Source: an optimization exercise on an open RTL-to-GDS flow (aim: small area and a short achievable clock period). Production flows keep margins and buffers that such runs may drop. Function was not checked in any run shown here: the RTL went through the layout flow alone. Power and IR drop assume default switching activity.

**config.mk**
```make
export PLATFORM = sky130hd
export DESIGN_NAME = SystolicArray4x4
export DESIGN_NICKNAME = SystolicArray4x4
export VERILOG_FILES = /design/flow/design.v
export SDC_FILE = /design/flow/constraint.sdc
export NUM_CORES = 4
export LEC_CHECK = 0
export CAP_MARGIN = 20
export CORE_MARGIN = 2
export CORE_UTILIZATION = 40
export PLACE_DENSITY = 0.6
export SETUP_SLACK_MARGIN = 3.2
export SLEW_MARGIN = 20
```
**constraint.sdc**
```tcl
create_clock -name core_clock -period 5.8 [get_ports {Clock}]
set_input_delay 1.1600 -clock core_clock [delete_from_list [all_inputs] [get_ports {Clock}]]
set_output_delay 1.1600 -clock core_clock [all_outputs]
set_load 0.01 [all_outputs]
```
**design.v**
```verilog
module PE (
    input  wire         Clock,
    input  wire         rst_n,
    input  wire         data_clear,
    input  wire         en_b_shift_bottom,
    input  wire         en_shift_right,
    input  wire         en_shift_bottom,
    input  wire [3:0]   step,        
    input  wire         busy,        
    input  wire         load,        
    input  wire         valid,       
    input  wire [15:0]  b_in,
    input  wire [15:0]  a_in,
    input  wire [15:0]  ps_in,
    output wire [15:0]  a_shift_to_right,
    output wire [15:0]  b_shift_to_bottom,
    output wire [15:0]  partial_sum_to_bottom
);
    reg [15:0] a_reg;
    reg [15:0] b_reg;
    reg [15:0] acc;
    reg [15:0] ps_reg;
    always @(posedge Clock)
        if (en_shift_right) a_reg <= a_in;
    always @(posedge Clock)
        if (en_b_shift_bottom) b_reg <= b_in;
    assign a_shift_to_right  = a_reg;
    assign b_shift_to_bottom = b_reg;
    wire [4:0] bsel = ({5{step[0]}} & b_reg[15:11])
                    | ({5{step[1]}} & b_reg[11:7])
                    | ({5{step[2]}} & b_reg[7:3])
                    | ({5{step[3]}} & {b_reg[3:0], 1'b0});
    wire [5:0] dnext = {bsel[4] & ~(bsel[3] & bsel[2]),                                    
                        (bsel[4] & ~bsel[3] & ~bsel[2]) | (~bsel[4] & bsel[3] & bsel[2]),  
                        bsel[3] ^ bsel[2],                                                 
                        bsel[2] & ~(bsel[1] & bsel[0]),                                    
                        (bsel[2] & ~bsel[1] & ~bsel[0]) | (~bsel[2] & bsel[1] & bsel[0]),  
                        bsel[1] ^ bsel[0]};                                                
    reg  [5:0] dq;
    always @(posedge Clock or negedge rst_n) begin
        if (!rst_n)
            dq <= 6'd0;
        else if (load | data_clear)
            dq <= 6'd0;
        else
            dq <= dnext & {6{valid}};
    end
    wire one_l = dq[0], two_l = dq[1], neg_l = dq[2];
    wire one_h = dq[3], two_h = dq[4], neg_h = dq[5];
    wire [15:0] a2  = {a_reg[14:0], 1'b0};
    wire [15:0] rl  = (({16{one_l}} & a_reg) | ({16{two_l}} & a2)) ^ {16{neg_l}};
    wire [15:0] rh  = (({16{one_h}} & a_reg) | ({16{two_h}} & a2)) ^ {16{neg_h}};
    wire [15:0] r0  = {acc[11:0], 1'b0, neg_h, 1'b0, neg_l};
    wire [15:0] r1  = rl;
    wire [15:0] r2  = {rh[13:0], 2'b00};
    wire [15:0] s2  = r0 ^ r1 ^ r2;
    wire [15:0] c2  = {(r0[14:0] & r1[14:0]) | (r0[14:0] & r2[14:0]) | (r1[14:0] & r2[14:0]), 1'b0};
    wire [15:0] acc_sum;
    add16_sk u_step_add (.a(s2), .b(c2), .s(acc_sum));
    always @(posedge Clock or negedge rst_n) begin
        if (!rst_n)
            acc <= 16'd0;
        else if (load | data_clear)
            acc <= 16'd0;
        else if (busy)
            acc <= acc_sum;
    end
    wire [15:0] ps_sum;
    add16_sk u_ps_add (.a(ps_in), .b(acc), .s(ps_sum));
    always @(posedge Clock or negedge rst_n) begin
        if (!rst_n)
            ps_reg <= 16'd0;
        else if (data_clear)
            ps_reg <= 16'd0;
        else if (en_shift_bottom)
            ps_reg <= ps_sum;
    end
    assign partial_sum_to_bottom = ps_reg;
endmodule
module add16_sk (input wire [15:0] a, input wire [15:0] b, output wire [15:0] s);
    wire [15:0] p0 = a ^ b;
    wire [15:0] g0 = a & b;
    wire g_0_1 = g0[1] | (p0[1] & g0[0]);
    wire g_0_3 = g0[3] | (p0[3] & g0[2]);
    wire p_0_3 = p0[3] & p0[2];
    wire g_0_5 = g0[5] | (p0[5] & g0[4]);
    wire p_0_5 = p0[5] & p0[4];
    wire g_0_7 = g0[7] | (p0[7] & g0[6]);
    wire p_0_7 = p0[7] & p0[6];
    wire g_0_9 = g0[9] | (p0[9] & g0[8]);
    wire p_0_9 = p0[9] & p0[8];
    wire g_0_11 = g0[11] | (p0[11] & g0[10]);
    wire p_0_11 = p0[11] & p0[10];
    wire g_0_13 = g0[13] | (p0[13] & g0[12]);
    wire p_0_13 = p0[13] & p0[12];
    wire g_0_15 = g0[15] | (p0[15] & g0[14]);
    wire p_0_15 = p0[15] & p0[14];
    wire g_1_2 = g0[2] | (p0[2] & g_0_1);
    wire g_1_3 = g_0_3 | (p_0_3 & g_0_1);
    wire g_1_6 = g0[6] | (p0[6] & g_0_5);
    wire p_1_6 = p0[6] & p_0_5;
    wire g_1_7 = g_0_7 | (p_0_7 & g_0_5);
    wire p_1_7 = p_0_7 & p_0_5;
    wire g_1_10 = g0[10] | (p0[10] & g_0_9);
    wire p_1_10 = p0[10] & p_0_9;
    wire g_1_11 = g_0_11 | (p_0_11 & g_0_9);
    wire p_1_11 = p_0_11 & p_0_9;
    wire g_1_14 = g0[14] | (p0[14] & g_0_13);
    wire p_1_14 = p0[14] & p_0_13;
    wire g_1_15 = g_0_15 | (p_0_15 & g_0_13);
    wire p_1_15 = p_0_15 & p_0_13;
    wire g_2_4 = g0[4] | (p0[4] & g_1_3);
    wire g_2_5 = g_0_5 | (p_0_5 & g_1_3);
    wire g_2_6 = g_1_6 | (p_1_6 & g_1_3);
    wire g_2_7 = g_1_7 | (p_1_7 & g_1_3);
    wire g_2_12 = g0[12] | (p0[12] & g_1_11);
    wire p_2_12 = p0[12] & p_1_11;
    wire g_2_13 = g_0_13 | (p_0_13 & g_1_11);
    wire p_2_13 = p_0_13 & p_1_11;
    wire g_2_14 = g_1_14 | (p_1_14 & g_1_11);
    wire p_2_14 = p_1_14 & p_1_11;
    wire g_2_15 = g_1_15 | (p_1_15 & g_1_11);
    wire p_2_15 = p_1_15 & p_1_11;
    wire g_3_8 = g0[8] | (p0[8] & g_2_7);
    wire g_3_9 = g_0_9 | (p_0_9 & g_2_7);
    wire g_3_10 = g_1_10 | (p_1_10 & g_2_7);
    wire g_3_11 = g_1_11 | (p_1_11 & g_2_7);
    wire g_3_12 = g_2_12 | (p_2_12 & g_2_7);
    wire g_3_13 = g_2_13 | (p_2_13 & g_2_7);
    wire g_3_14 = g_2_14 | (p_2_14 & g_2_7);
    wire g_3_15 = g_2_15 | (p_2_15 & g_2_7);
    assign s[0] = p0[0];
    assign s[1] = p0[1] ^ g0[0];
    assign s[2] = p0[2] ^ g_0_1;
    assign s[3] = p0[3] ^ g_1_2;
    assign s[4] = p0[4] ^ g_1_3;
    assign s[5] = p0[5] ^ g_2_4;
    assign s[6] = p0[6] ^ g_2_5;
    assign s[7] = p0[7] ^ g_2_6;
    assign s[8] = p0[8] ^ g_2_7;
    assign s[9] = p0[9] ^ g_3_8;
    assign s[10] = p0[10] ^ g_3_9;
    assign s[11] = p0[11] ^ g_3_10;
    assign s[12] = p0[12] ^ g_3_11;
    assign s[13] = p0[13] ^ g_3_12;
    assign s[14] = p0[14] ^ g_3_13;
    assign s[15] = p0[15] ^ g_3_14;
endmodule
`timescale 1ns / 1ps
module SystolicArray4x4 (
    input  wire         Clock,
    input  wire         rst_n,
    input  wire         data_clear,
    input  wire         en_b_shift_bottom,
    input  wire         en_shift_right,
    input  wire         en_shift_bottom,
    input  wire [63:0]  a_left_in_flat,
    input  wire [63:0]  b_top_in_flat,
    input  wire [63:0]  ps_top_in_flat,
    output wire [63:0]  ps_bottom_out_flat
);
    reg [3:0] nz_a;
    reg [3:0] nz_b;
    reg [3:0] step;
    reg       busy;
    wire [3:0] nz_a_next = data_clear ? 4'b0000 :
                           en_shift_right ? {nz_a[2:0], 1'b1} : nz_a;
    wire [3:0] nz_b_next = en_b_shift_bottom ? {nz_b[2:0], 1'b1} : nz_b;
    always @(posedge Clock or negedge rst_n) begin
        if (!rst_n) begin
            nz_a <= 4'b0000;
            nz_b <= 4'b0000;
        end else begin
            nz_a <= nz_a_next;
            nz_b <= nz_b_next;
        end
    end
    wire load = en_shift_right | en_b_shift_bottom;
    always @(posedge Clock or negedge rst_n) begin
        if (!rst_n) begin
            step <= 4'd0;
            busy <= 1'b0;
        end else if (load) begin
            step <= 4'b0001;
            busy <= 1'b0;
        end else begin
            step <= {step[2:0], 1'b0};
            busy <= |step;
        end
    end
    wire [15:0] a_wire  [0:3][0:3];
    wire [15:0] b_wire  [0:3][0:3];
    wire [15:0] ps_wire [0:3][0:3];
    genvar r, c;
    generate
        for (r = 0; r < 4; r = r + 1) begin : ROW_BLOCK
            for (c = 0; c < 4; c = c + 1) begin : COL_BLOCK
                wire [15:0] a_in  = (c == 0) ? a_left_in_flat[16*r +: 16] : a_wire[r][c-1];
                wire [15:0] b_in  = (r == 0) ? b_top_in_flat[16*c +: 16]  : b_wire[r-1][c];
                wire [15:0] ps_in = (r == 0) ? ps_top_in_flat[16*c +: 16] : ps_wire[r-1][c];
                PE u_pe (
                    .Clock                  (Clock),
                    .rst_n                  (rst_n),
                    .data_clear             (data_clear),
                    .en_b_shift_bottom      (en_b_shift_bottom),
                    .en_shift_right         (en_shift_right),
                    .en_shift_bottom        (en_shift_bottom),
                    .step                   (step),
                    .busy                   (busy),
                    .load                   (load),
                    .valid                  (nz_a[c] & nz_b[r]),
                    .b_in                   (b_in),
                    .a_in                   (a_in),
                    .ps_in                  (ps_in),
                    .a_shift_to_right       (a_wire[r][c]),
                    .b_shift_to_bottom      (b_wire[r][c]),
                    .partial_sum_to_bottom  (ps_wire[r][c])
                );
            end
        end
        for (c = 0; c < 4; c = c + 1) begin : OUT_MAP
            assign ps_bottom_out_flat[16*c +: 16] = ps_wire[3][c];
        end
    endgenerate
endmodule
```
**run.sh**
```bash
#!/bin/bash
# synth_recipe.tcl (not shown) runs the flow's synth.tcl, then flattens the netlist and writes it again
# the make line also repeats each setting of config.mk as NAME=value (left out here)
make -C /OpenROAD-flow-scripts/flow DESIGN_CONFIG=/design/flow/config.mk WORK_HOME=/design/flow/orfs CLKGATE_MAP_FILE= SYNTH_SCRIPT=/design/flow/synth_recipe.tcl finish
```
==> results of run 1 <==
==> placed cells by master (no fill, tap or decap), types with 257 or more instances in the layout <==
cell type	instances
nand2_1	257
xor2_1	330
buf_4	502
inv_1	553
ha_1	382
edfxtp_1	512
a22oi_1	372
xnor2_1	350
nor2_1	493
dfrtp_1	500
==> worst reg2reg max path, delay by kind of cell (launching register included) <==
family | cells | cell delay (ns)
flops | 1 | 0.55
compound gates | 7 | 1.20
simple gates | 1 | 0.45
xor+xnor | 2 | 0.40
buf+inv | 1 | 0.08
fa+ha+maj | 2 | 0.66
==> stage by stage <==
step	utilization	area, µm²	std cells
floorplan	-	74100	6538
global placement	0.440	78400	8890
detailed placement	0.440	78400	8890
CTS	0.502	89500	9628
global route	0.520	92600	9778
finish	0.520	92600	9782
==> logic make-up (layout without fill, tap and decap cells) <==
| kind of cell | Yosys count | count (layout) | share of synthesized area |
|---|---|---|---|
| AND/OR/NAND/NOR | 1235 | 1235 | 0.0779 |
| AO/OA/AOI/OAI | 1402 | 1402 | 0.139 |
| buffers and inverters | 915 | 1800 | 0.0483 |
| adder cells (fa/ha/maj) | 768 | 768 | 0.163 |
| other | 0 | 4 | 0 |
| XOR/XNOR | 819 | 819 | 0.103 |
| multiplexers | 266 | 266 | 0.0374 |
| flip-flops | 1133 | 1133 | 0.432 |
==> metal layers <==
layer	part of all wire	vias up	GRT usage
met3	0.042	393	0.0323
li1	-	24600	-
met1	0.43	26700	0.313
met2	0.49	1286	0.404
met5	0.00026	-	0
met4	0.042	8	0.0915
==> Yosys cell counts (all sizes together) (24+ instances only) <==
cell,number,share of area
and2,34,0.0030
mux2i,252,0.035
ha,496,0.087
nor3,89,0.0062
o21a,24,0.0025
buf,89,0.0050
inv,607,0.032
nand2,279,0.015
a22oi,554,0.058
xnor2,417,0.051
nand2b,28,0.0024
a21oi,192,0.013
nand3,97,0.0068
nor2,539,0.028
a22o,45,0.0055
o21ai,153,0.011
fa,272,0.076
dfrtp,621,0.22
xor2,387,0.047
or3,26,0.0023
a31oi,38,0.0037
nor2b,41,0.0036
a21o,114,0.012
clkbuf,219,0.011
edfxtp,512,0.21
a211oi,110,0.012
==> area by class of cell <==
type,instances,area (µm²),share of cell area
antenna,4,10.0,0.000108
clock buffer,167,3560,0.0384
clock inverter,77,1110,0.0120
inverter,607,2300,0.0248
multi-input combinational,4490,43200,0.466
sequential,1133,31100,0.336
tap,2355,2950,0.0318
timing repair buffer,949,8400,0.0907
==> what timing repair did <==
item / 4_1_cts / 5_1_grt
endpoints found under the hold margin: 0 / 0
endpoints found under the setup margin: 554 / 550
setup buffers: 494 / 150
pin swaps: 433 / 407
resized for setup: 969 / 410
==> power groups by stage <==
stage | Clock [µW] | Combinational (µW) | Sequential (µW)
CTS | 9000 | 1710 | 9180
detailed placement | 0 | 1520 | 9370
finish | 8840 | 1780 | 9190
global route | 9340 | 1930 | 9220
floorplan | 0 | 822 | 9140
global placement | 0 | 1490 | 9360
==> path summary, 6_finish.rpt <==
kind	startpoint	endpoint	slack [ns]
setup reg to reg	ROW_BLOCK[3].COL_BLOCK[0].u_pe.dq[0]	ROW_BLOCK[3].COL_BLOCK[0].u_pe.acc[15]	2.28
max in group asynchronous	rst_n	ROW_BLOCK[0].COL_BLOCK[1].u_pe.dq[5]	4.01
setup / recovery	ROW_BLOCK[3].COL_BLOCK[0].u_pe.dq[0]	ROW_BLOCK[3].COL_BLOCK[0].u_pe.acc[15]	2.28
hold reg to reg	ROW_BLOCK[2].COL_BLOCK[2].u_pe.b_reg[4]	ROW_BLOCK[3].COL_BLOCK[2].u_pe.b_reg[4]	0.44
min in group core_clock	ROW_BLOCK[2].COL_BLOCK[2].u_pe.b_reg[4]	ROW_BLOCK[3].COL_BLOCK[2].u_pe.b_reg[4]	0.44
hold / removal	rst_n	ROW_BLOCK[3].COL_BLOCK[2].u_pe.acc[4]	0.36
==> flow_metrics.env, run 1 <==
export IMPL_status="timing/DRC/antenna clean"
export IMPL_cts_tree="built"
export IMPL_clk_pin_slew_ns=0.06
export IMPL_synth_cell_types=69
export IMPL_finalMaxSlewViolations=0
export IMPL_finalNetCount=8281
export IMPL_start_util=0.402
export IMPL_leakage_uw=0.0397
export IMPL_die_h_um=427
export IMPL_drt_wl_total_um=222000
export IMPL_slew_limit_headroom=0.152
export IMPL_rsz0062_at_grt="true"
export IMPL_cts_buffers=134
export IMPL_syn_inst=6538
export IMPL_power_uw=19800
export IMPL_final_setup_tns_ns=0
export IMPL_clockBufferDepth=3
export IMPL_p_seq_frac=0.464
export IMPL_synth_edff_count=512
export IMPL_grt_antenna_before_repair=7
export IMPL_synthFlopType="dfrtp_1"
export IMPL_ys_warn_count=2
export IMPL_netSwitchingFraction=0.265
export IMPL_min_period_over_period=0.606
export IMPL_grt_pass1_vias=53700
export IMPL_vias_per_cell=5.41
export IMPL_crit_required_ns=6.45
export IMPL_synthToLayoutAreaGrowth_pct=29.3
export IMPL_grt_pass1_wl_um=332000
export IMPL_ys_seq_area_frac=0.432
export IMPL_place_ws_ns=1.75
export IMPL_fillers=15200
export IMPL_final_min_clock_period_ns=3.52
export IMPL_grt_max_degree=160
export IMPL_die_x_um=427
export IMPL_std_cell_rows=155
export IMPL_worst_hold_slack_ns=0.359
export IMPL_p_switching_uw=5240
export IMPL_dr_pass1_iters=5
export IMPL_critical_path_top_delay_family="compound AO/OA/AOI/OAI gates"
export IMPL_cts_root_buffer="clkbuf_16"
export IMPL_h_tree_depth=4
export IMPL_vias=52900
export IMPL_path_cells="a22oi_2 -> xor2_1 -> fa_1 -> inv_2 -> ha_4 -> a21o_1 -> a21o_1 -> a22o_1 -> a21o_1 -> or4_4 -> a31oi_4 -> xnor2_1 -> o21ai_1"
export IMPL_cp_arrival_ns=4.16
export IMPL_cp_max_fo=8
export IMPL_cts_sinks=1133
export IMPL_hold_class="in2async"
export IMPL_cpPeakStageDelay_ns=0.55
export IMPL_ant_nets=0
export IMPL_post_drt_wl_per_cell_um=22.7
export IMPL_syn_avg_cell_area_um2=11.0
export IMPL_insertion_delay_ns=0.83
export IMPL_criticalPathCategory="reg2reg"
export IMPL_maxCapViolCount=0
export IMPL_io_pins=262
export IMPL_endpoint_kind="register"
export IMPL_timing_critical_path_mode_cell="a21o_1"
export IMPL_hold_viol_final=0
export IMPL_post_route_drc_count=0
export IMPL_drive_above_1_share=0.282
export IMPL_startpoint_type="register"
export IMPL_slowest_stage="dfrtp_4"
export IMPL_dp_hpwl_um=158000
export IMPL_finalSetupViolCount=0
export IMPL_syn_num_nets=7504
export IMPL_grt_overflow_total=0
export IMPL_netlist_area_mm2=0.0716
export IMPL_postCtsHoldBufs=0
export IMPL_async_flop_share=0.548
export IMPL_ff2ff_path_depth=13
export IMPL_gp_congestion=0.913
export IMPL_combinationalPowerShare=0.090
export IMPL_p_int_uw=14600
export IMPL_peakVddDrop_uv=236
export IMPL_dieArea_mm2=0.182
export IMPL_max_freq_mhz=284
export IMPL_synth_seq_cells=1133
export IMPL_fin_ws_ns=2.28
export IMPL_core_area_mm2=0.178
export IMPL_cp_depth=13
export IMPL_cp_num_buf_inv=1
export IMPL_io_buffers=261
export IMPL_worst_pin_slew_ns=1.27
export IMPL_power_frac_clock=0.446
export IMPL_grt_usage=0.240
export IMPL_p_per_area_mw_per_mm2=214
export IMPL_skew_ns=0.0788
export IMPL_drt_iter0_markers=3833
==> inputs of run 2 (changes only) <==
--- a/design.v
+++ b/design.v
@@ -5,10 +5,11 @@
     input  wire         en_b_shift_bottom,
     input  wire         en_shift_right,
     input  wire         en_shift_bottom,
-    input  wire [3:0]   step,        
+    input  wire [4:0]   step,        
     input  wire         busy,        
     input  wire         load,        
     input  wire         valid,       
+    input  wire         valid_next,  
     input  wire [15:0]  b_in,
     input  wire [15:0]  a_in,
     input  wire [15:0]  ps_in,
@@ -20,41 +21,37 @@
     reg [15:0] b_reg;
     reg [15:0] acc;
     reg [15:0] ps_reg;
+    reg [2:0]  gq;
     always @(posedge Clock)
         if (en_shift_right) a_reg <= a_in;
     always @(posedge Clock)
         if (en_b_shift_bottom) b_reg <= b_in;
     assign a_shift_to_right  = a_reg;
     assign b_shift_to_bottom = b_reg;
-    wire [4:0] bsel = ({5{step[0]}} & b_reg[15:11])
-                    | ({5{step[1]}} & b_reg[11:7])
-                    | ({5{step[2]}} & b_reg[7:3])
-                    | ({5{step[3]}} & {b_reg[3:0], 1'b0});
-    wire [5:0] dnext = {bsel[4] & ~(bsel[3] & bsel[2]),                                    
-                        (bsel[4] & ~bsel[3] & ~bsel[2]) | (~bsel[4] & bsel[3] & bsel[2]),  
-                        bsel[3] ^ bsel[2],                                                 
-                        bsel[2] & ~(bsel[1] & bsel[0]),                                    
-                        (bsel[2] & ~bsel[1] & ~bsel[0]) | (~bsel[2] & bsel[1] & bsel[0]),  
-                        bsel[1] ^ bsel[0]};                                                
-    reg  [5:0] dq;
+    wire       b15_next = en_b_shift_bottom ? b_in[15] : b_reg[15];
+    wire [2:0] gnext = ({3{step[0]}} & b_reg[14:12])
+                     | ({3{step[1]}} & b_reg[11:9])
+                     | ({3{step[2]}} & b_reg[8:6])
+                     | ({3{step[3]}} & b_reg[5:3])
+                     | ({3{step[4]}} & b_reg[2:0]);
     always @(posedge Clock or negedge rst_n) begin
         if (!rst_n)
-            dq <= 6'd0;
-        else if (load | data_clear)
-            dq <= 6'd0;
+            gq <= 3'd0;
+        else if (data_clear)
+            gq <= 3'd0;
+        else if (load)
+            gq <= {2'b00, b15_next & valid_next};
         else
-            dq <= dnext & {6{valid}};
-    end
-    wire one_l = dq[0], two_l = dq[1], neg_l = dq[2];
-    wire one_h = dq[3], two_h = dq[4], neg_h = dq[5];
-    wire [15:0] a2  = {a_reg[14:0], 1'b0};
-    wire [15:0] rl  = (({16{one_l}} & a_reg) | ({16{two_l}} & a2)) ^ {16{neg_l}};
-    wire [15:0] rh  = (({16{one_h}} & a_reg) | ({16{two_h}} & a2)) ^ {16{neg_h}};
-    wire [15:0] r0  = {acc[11:0], 1'b0, neg_h, 1'b0, neg_l};
-    wire [15:0] r1  = rl;
-    wire [15:0] r2  = {rh[13:0], 2'b00};
-    wire [15:0] s2  = r0 ^ r1 ^ r2;
-    wire [15:0] c2  = {(r0[14:0] & r1[14:0]) | (r0[14:0] & r2[14:0]) | (r1[14:0] & r2[14:0]), 1'b0};
+            gq <= gnext & {3{valid}};
+    end
+    wire [15:0] pp0 = a_reg & {16{gq[0]}};
+    wire [15:0] pp1 = {a_reg[14:0] & {15{gq[1]}}, 1'b0};
+    wire [15:0] pp2 = {a_reg[13:0] & {14{gq[2]}}, 2'b00};
+    wire [15:0] r3  = {acc[12:0], 3'b000};
+    wire [15:0] s1  = pp0 ^ pp1 ^ r3;
+    wire [15:0] c1  = {(pp0[14:0] & pp1[14:0]) | (pp0[14:0] & r3[14:0]) | (pp1[14:0] & r3[14:0]), 1'b0};
+    wire [15:0] s2  = s1 ^ c1 ^ pp2;
+    wire [15:0] c2  = {(s1[14:0] & c1[14:0]) | (s1[14:0] & pp2[14:0]) | (c1[14:0] & pp2[14:0]), 1'b0};
     wire [15:0] acc_sum;
     add16_sk u_step_add (.a(s2), .b(c2), .s(acc_sum));
     always @(posedge Clock or negedge rst_n) begin
@@ -161,7 +158,7 @@
 );
     reg [3:0] nz_a;
     reg [3:0] nz_b;
-    reg [3:0] step;
+    reg [4:0] step;
     reg       busy;
     wire [3:0] nz_a_next = data_clear ? 4'b0000 :
                            en_shift_right ? {nz_a[2:0], 1'b1} : nz_a;
@@ -178,13 +175,13 @@
     wire load = en_shift_right | en_b_shift_bottom;
     always @(posedge Clock or negedge rst_n) begin
         if (!rst_n) begin
-            step <= 4'd0;
+            step <= 5'd0;
             busy <= 1'b0;
         end else if (load) begin
-            step <= 4'b0001;
-            busy <= 1'b0;
+            step <= 5'b00001;
+            busy <= 1'b1;
         end else begin
-            step <= {step[2:0], 1'b0};
+            step <= {step[3:0], 1'b0};
             busy <= |step;
         end
     end
@@ -209,6 +206,7 @@
                     .busy                   (busy),
                     .load                   (load),
                     .valid                  (nz_a[c] & nz_b[r]),
+                    .valid_next             (nz_a_next[c] & nz_b_next[r]),
                     .b_in                   (b_in),
                     .a_in                   (a_in),
                     .ps_in                  (ps_in),
==> run 2 against run 1 <==
Global-route usage increased by 0.081 points. First-iteration DRC count increased by 3.1%. Worst hold slack improved by 0.073 ns. Sequential power decreased by 3.4%. Largest power group unchanged.
==> flow_metrics.env, run 2 <==
export IMPL_syn_avg_cell_area_um2=10.8
export IMPL_maxCapViolCount=0
export IMPL_multi_input_area_mm2=0.0411
export IMPL_drive_above_1_share=0.215
export IMPL_final_cell_mix="inv_1, nand2_1, dfrtp_1, edfxtp_1, nor2_1"
export IMPL_final_common_cell="inv_1"
export IMPL_synthToLayoutAreaGrowth_pct=25.4
export IMPL_p_per_area_mw_per_mm2=219
export IMPL_regArea_mm2=0.0298
export IMPL_grt_overflow_total=0
export IMPL_max_freq_mhz=276
export IMPL_cts_buffers=131
export IMPL_synthTopCellsByCount="inv_1, nand2_1, dfrtp_1, nor2_1, edfxtp_1"
export IMPL_fillers=15100
export IMPL_timing_rr_start="ROW_BLOCK[3].COL_BLOCK[1].u_pe.gq[0]"
export IMPL_dp_hpwl_um=153000
export IMPL_cts_root_buffer="clkbuf_16"
export IMPL_cp_arrival_ns=4.33
export IMPL_startpoint_type="register"
export IMPL_start_util=0.403
export IMPL_slowest_stage="dfrtp_4"
export IMPL_dr_pass1_iters=8
export IMPL_post_drt_wl_per_cell_um=22.7
export IMPL_synth_area_top_cells="edfxtp_1, dfrtp_1, fa_1"
export IMPL_finalMaxSlewViolations=0
export IMPL_ff2ff_path_depth=14
export IMPL_io_buffers=261
export IMPL_die_x_um=422
export IMPL_hold_viol_final=0
export IMPL_hold_class="in2async"
export IMPL_syn_num_nets=7647
export IMPL_grt_pass1_wl_um=326000
export IMPL_vias=50800
export IMPL_finalNetCount=8247
export IMPL_status="timing/DRC/antenna clean"
export IMPL_grt_max_degree=130
export IMPL_min_period_over_period=0.625
export IMPL_ant_nets=0
export IMPL_drt_iter0_markers=3952
export IMPL_cp_max_fo=6
export IMPL_vias_per_cell=5.32
export IMPL_topRoutingLayerUsed="met4"
export IMPL_leakage_uw=0.0383
export IMPL_grt_antenna_before_repair=9
export IMPL_startpoint="ROW_BLOCK[3].COL_BLOCK[1].u_pe.gq[0]"
export IMPL_std_cell_rows=153
export IMPL_met2_length_um=105000
export IMPL_cp_depth=14
export IMPL_worst_hold_slack_ns=0.432
export IMPL_cts_sinks=1086
export IMPL_path_cells="and2_4 -> fa_1 -> inv_2 -> fa_1 -> inv_2 -> ha_4 -> a211oi_2 -> nor2_2 -> or2_4 -> a21oi_4 -> fa_2 -> nor2_1 -> a21oi_1 -> nor2_1"
export IMPL_skew_ns=0.0329
export IMPL_clk_pin_slew_ns=0.07
export IMPL_finalSetupViolCount=0
export IMPL_met3WireLength_um=10900
export IMPL_worst_pin_slew_ns=1.13
export IMPL_ys_seq_area_frac=0.425
export IMPL_post_route_drc_count=0
export IMPL_die_h_um=422
export IMPL_io_pins=262
export IMPL_synthFlopType="dfrtp_1"
export IMPL_h_tree_depth=4
export IMPL_async_flop_share=0.529
export IMPL_drt_met1_wl_um=92300
export IMPL_cts_tree="built"
export IMPL_cpPeakStageDelay_ns=0.57
export IMPL_synth_most_common_cell="inv_1"
export IMPL_rsz0062_at_grt="true"
export IMPL_netlist_area_mm2=0.0700
export IMPL_crit_required_ns=6.50
export IMPL_grt_usage=0.240
export IMPL_yosys_area_top_type_share=0.219
export IMPL_synth_cell_types=66
export IMPL_synth_edff_count=512
export IMPL_clockBufferDepth=3
export IMPL_synth_top_area_cell="edfxtp_1"
export IMPL_dieArea_mm2=0.178
export IMPL_peakVddDrop_uv=282
export IMPL_slew_limit_headroom=0.247
export IMPL_syn_inst=6505
export IMPL_final_setup_tns_ns=0
export IMPL_gp_congestion=0.877
export IMPL_ys_warn_count=2
export IMPL_criticalPathCategory="reg2reg"
export IMPL_critical_path_top_delay_family="adder cells"
export IMPL_core_area_mm2=0.174
export IMPL_postCtsHoldBufs=0
export IMPL_final_min_clock_period_ns=3.62
export IMPL_endpoint_kind="register"
export IMPL_synth_seq_cells=1086
export IMPL_insertion_delay_ns=0.80
export IMPL_cp_num_buf_inv=2
export IMPL_drt_wl_total_um=217000
export IMPL_grt_pass1_vias=52000
[run 2: through the flow]
stage / util / instances / area (µm²) / setup WS [ns] / total power (µW)
detailed placement: 0.442 / 8906 / 76800 / 1.78 / 10500
floorplan: - / 6505 / 72000 / 2.46 / 9620
global placement: 0.441 / 8905 / 76800 / 1.64 / 10500
global route: 0.505 / 9539 / 87800 / 2.05 / 19900
finish: 0.505 / 9541 / 87800 / 2.18 / 19200
CTS: 0.494 / 9458 / 85900 / 2.21 / 19300
[run 2: area by class of cell]
cell class | instances | area share
clock inverter | 61 | 0.00933
inverter | 821 | 0.0351
tap | 2325 | 0.0331
clock buffer | 180 | 0.0417
sequential | 1086 | 0.340
timing repair buffer | 686 | 0.0730
multi-input combinational | 4379 | 0.468
antenna | 3 | 0.0000855
[run 2: kinds of logic after synthesis]
family	after synthesis	synth area share
AOI/OAI and AO/OA	1071	0.104
xor gates and xnor gates	350	0.0438
adders and majority gates	944	0.222
buffers and inverters	1043	0.0562
DFF	1086	0.425
muxes	198	0.0285
and+or+nand+nor	1813	0.121
[run 2: timing repair]
action	CTS	global route
setup buffers	308	77
endpoints found under the setup margin	379	314
resized for setup	754	264
cloned	3	1
pin swaps	368	252
[run 2: routing by layer]
layer / up-vias / global-route usage
met5: - / 0
met4: 0 / 0.0863
met3: 368 / 0.0330
met2: 1411 / 0.397
met1: 25900 / 0.323
li1: 23100 / -
[run 2: path summary, 6_finish.rpt]
kind / endpoint / slack [ns]
worst max-delay path: ROW_BLOCK[3].COL_BLOCK[1].u_pe.acc[8] / 2.18
worst min-delay path: ROW_BLOCK[0].COL_BLOCK[3].u_pe.acc[14] / 0.43
worst max register to register: ROW_BLOCK[3].COL_BLOCK[1].u_pe.acc[8] / 2.18
worst min register to register: ROW_BLOCK[2].COL_BLOCK[0].u_pe.b_reg[3] / 0.45
max in group asynchronous: ROW_BLOCK[3].COL_BLOCK[2].u_pe.gq[0] / 3.85
min in group core_clock: ROW_BLOCK[2].COL_BLOCK[0].u_pe.b_reg[3] / 0.45
[run 2: where the power goes]
group,total (µW),switching [µW],internal (µW)
registers,8880,397,8480
logic,1710,989,722
clock network,8630,3560,5070
==> inputs of run 3 (changes only) <==
--- a/config.mk
+++ b/config.mk
@@ -7,7 +7,7 @@
 export LEC_CHECK = 0
 export CAP_MARGIN = 20
 export CORE_MARGIN = 2
-export CORE_UTILIZATION = 40
-export PLACE_DENSITY = 0.6
+export CORE_UTILIZATION = 60
+export PLACE_DENSITY = 0.75
 export SETUP_SLACK_MARGIN = 3.2
 export SLEW_MARGIN = 20
==> run 3 against run 2 <==
Cell count shrank 8.2%. Via count rose by 4.5%. Clock skew rose by 0.017 ns. Highest routed layer is now met5.
==> flow_metrics.env, run 3 <==
export IMPL_status="timing/DRC/antenna clean"
export IMPL_endpoint_kind="register"
export IMPL_dr_pass1_iters=7
export IMPL_clk_pin_slew_ns=0.07
export IMPL_worst_pin_slew_ns=1.05
export IMPL_hold_class="in2async"
export IMPL_finalSetupViolCount=0
export IMPL_io_pins=262
export IMPL_p_per_area_mw_per_mm2=211
export IMPL_slew_limit_headroom=0.297
export IMPL_synth_top_area_cell="edfxtp_1"
export IMPL_core_area_mm2=0.116
export IMPL_worst_hold_slack_ns=0.419
export IMPL_ant_nets=0
export IMPL_clockBufferDepth=3
export IMPL_cts_tree="built"
export IMPL_timing_rr_start="ROW_BLOCK[2].COL_BLOCK[1].u_pe.gq[0]"
export IMPL_skew_ns=0.0495
export IMPL_dieArea_mm2=0.119
export IMPL_vias_per_cell=6.05
export IMPL_die_x_um=346
export IMPL_ys_warn_count=2
export IMPL_die_h_um=346
export IMPL_syn_num_nets=7647
export IMPL_dp_hpwl_um=139000
export IMPL_synth_area_top_cells="edfxtp_1, dfrtp_1, fa_1"
export IMPL_cp_arrival_ns=4.40
export IMPL_rsz0062_at_grt="true"
export IMPL_syn_avg_cell_area_um2=10.8
export IMPL_regArea_mm2=0.0298
export IMPL_crit_required_ns=6.43
export IMPL_grt_overflow_total=0
export IMPL_synth_edff_count=512
export IMPL_grt_pass1_wl_um=318000
export IMPL_drt_wl_total_um=213000
export IMPL_start_util=0.604
export IMPL_grt_usage=0.348
export IMPL_cp_max_fo=7
export IMPL_reg2reg_setup_slack_ns=2.03
export IMPL_hold_viol_final=0
export IMPL_maxCapViolCount=0
export IMPL_syn_inst=6505
export IMPL_final_min_clock_period_ns=3.77
export IMPL_insertion_delay_ns=0.76
export IMPL_grt_max_degree=149
export IMPL_synthTopCellsByCount="inv_1, nand2_1, dfrtp_1, nor2_1, edfxtp_1"
export IMPL_vias=53100
export IMPL_crit_path_end="ROW_BLOCK[2].COL_BLOCK[1].u_pe.acc[9]"
export IMPL_grt_antenna_before_repair=10
export IMPL_multi_input_area_mm2=0.0415
export IMPL_dp_cells=8102
export IMPL_synth_seq_cells=1086
export IMPL_io_buffers=261
export IMPL_drive_above_1_share=0.225
export IMPL_post_route_drc_count=0
export IMPL_finalMaxSlewViolations=0
export IMPL_synth_most_common_cell="inv_1"
export IMPL_post_drt_wl_per_cell_um=24.3
export IMPL_finalNetCount=8277
export IMPL_startpoint="ROW_BLOCK[2].COL_BLOCK[1].u_pe.gq[0]"
export IMPL_synth_cell_types=66
export IMPL_std_cell_rows=125
export IMPL_netlist_area_mm2=0.0700
export IMPL_async_flop_share=0.529
export IMPL_final_common_cell="inv_1"
export IMPL_cts_sinks=1086
export IMPL_peakVddDrop_uv=418
export IMPL_final_cell_mix="inv_1, nand2_1, dfrtp_1, edfxtp_1, nor2_1"
export IMPL_leakage_uw=0.0384
export IMPL_criticalPathCategory="reg2reg"
export IMPL_max_freq_mhz=265
export IMPL_ys_seq_area_frac=0.425
export IMPL_min_period_over_period=0.649
export IMPL_synthToLayoutAreaGrowth_pct=24.9
export IMPL_gp_congestion=0.923
export IMPL_cts_root_buffer="clkbuf_16"
export IMPL_h_tree_depth=3
export IMPL_fillers=7228
export IMPL_grt_pass1_vias=54200
export IMPL_cts_buffers=114
export IMPL_fin_cells=8763
export IMPL_final_setup_tns_ns=0
export IMPL_startpoint_type="register"
export IMPL_rr_endpoint="ROW_BLOCK[2].COL_BLOCK[1].u_pe.acc[9]"
export IMPL_yosys_area_top_type_share=0.219
export IMPL_drt_iter0_markers=4854
export IMPL_synthFlopType="dfrtp_1"
export IMPL_ff2ff_path_depth=16
-- run 3: cell counts after synthesis --
No cell type changed its count.
-- run 3: area by class of cell --
type / instances / share of cell area
multi-input combinational: 4378 / 0.475
sequential: 1086 / 0.341
timing repair buffer: 734 / 0.0810
inverter: 821 / 0.0353
clock buffer: 131 / 0.0345
tap: 1524 / 0.0218
clock inverter: 87 / 0.0113
antenna: 2 / 0.0000572
-- run 3: through the flow --
step	setup WS [ns]	instance area, µm²	util	power [µW]
finish	2.03	87500	0.754	18400
global route	1.96	87500	0.754	19000
CTS	2.13	84800	0.731	18300
detailed placement	1.82	75800	0.653	10500
global placement	1.86	75800	0.653	10400
floorplan	2.46	72000	-	9620
-- run 3: cell families after synthesis --
| kind of cell | share of synthesized area |
|---|---|
| flip-flops | 0.425 |
| multiplexers | 0.0285 |
| buffers and inverters | 0.0562 |
| adder cells (fa/ha/maj) | 0.222 |
| AO/OA/AOI/OAI | 0.104 |
| AND/OR/NAND/NOR | 0.121 |
| XOR/XNOR | 0.0438 |
-- run 3: timing repair --
item | CTS | global route
gates cloned | 4 | 2
hold buffers | 0 | 0
setup endpoints to repair | 398 | 297
buffers inserted | 312 | 122
pin swaps | 392 | 353
resized for setup | 711 | 361
-- run 3: where the power goes --
group	leakage (µW)	internal (µW)	switching, µW
sequential	0.0128	8480	381
clock	0.00194	4410	3380
combinational	0.0237	752	1020
total	0.0384	13600	4790
-- run 3: how the worst min path moves through the flow --
stage / startpoint / endpoint / depth (start not counted)
after floorplan: ROW_BLOCK[0].COL_BLOCK[0].u_pe.b_reg[11] / ROW_BLOCK[1].COL_BLOCK[0].u_pe.b_reg[11] / 0
after global placement: ROW_BLOCK[2].COL_BLOCK[3].u_pe.b_reg[14] / ROW_BLOCK[3].COL_BLOCK[3].u_pe.b_reg[14] / 0
after detailed placement: ROW_BLOCK[0].COL_BLOCK[2].u_pe.b_reg[14] / ROW_BLOCK[1].COL_BLOCK[2].u_pe.b_reg[14] / 0
after CTS: ROW_BLOCK[2].COL_BLOCK[3].u_pe.b_reg[0] / ROW_BLOCK[3].COL_BLOCK[3].u_pe.b_reg[0] / 0
after global routing: ROW_BLOCK[2].COL_BLOCK[3].u_pe.b_reg[12] / ROW_BLOCK[3].COL_BLOCK[3].u_pe.b_reg[12] / 0
final: rst_n / ROW_BLOCK[1].COL_BLOCK[3].u_pe.ps_reg[8] / 1
-- run 3: metal layers --
layer / share of wire / wire length, µm / vias to the layer above / track usage
li1: - / - / 23200 / -
met1: 0.37 / 79400 / 26700 / 0.447
met2: 0.48 / 102000 / 2573 / 0.570
met3: 0.085 / 18100 / 665 / 0.0572
met4: 0.063 / 13400 / 2 / 0.183
met5: 0.000061 / 13 / - / 0
-- run 3: worst max-delay path, stage by stage (launching register included) --
cell and delay (ns):
dfrtp_2 0.49, and2_4 0.17, fa_1 0.52, inv_1 0.10, fa_1 0.55, inv_2 0.07, ha_4 0.23, a211oi_4 0.31
nor2_2 0.09, nor2_2 0.14, nor2b_1 0.07, nor2_2 0.16, fa_2 0.27, xor2_2 0.20, nor2_2 0.07, a21oi_2 0.14
nor2_1 0.06

==> afterwards: timing with drivers on the ports <==
In the flow no input, the clock included, has a driving cell. The finished layouts below were timed again as built, in two steps. Step 1 (the two cells are an assumption about what drives the block):
set clk [get_ports {Clock}]
set_driving_cell -lib_cell sky130_fd_sc_hd__clkbuf_16 $clk
set_driving_cell -lib_cell sky130_fd_sc_hd__buf_2 [delete_from_list [all_inputs] $clk]
Step 2 also shifts input and output timing later by t, the mid clock arrival at the registers, as if the neighbouring blocks saw the same clock. Three values: ideal ports, drivers, drivers and shift; two values: the first two.
run	t, ns	setup WS [ns]	hold WS [ns]	latest minus earliest clock arrival (ns)	worst slew at a driven data input, ns
run 1	0.883	2.282 / 2.282 / 2.082	0.359 / 0.324 / 0.444	0.081 / 0.081	0.16
run 2	0.876	2.177 / 2.177 / 2.177	0.432 / 0.391 / 0.446	0.041 / 0.040	0.13
run 3	0.820	2.033 / 2.033 / 1.850	0.419 / 0.389 / 0.448	0.054 / 0.054	0.08
After both steps setup and hold are still met in every run listed. The setup slack of run 1, which loses most, moves by 0.000 ns with the drivers and by -0.200 ns with both steps.
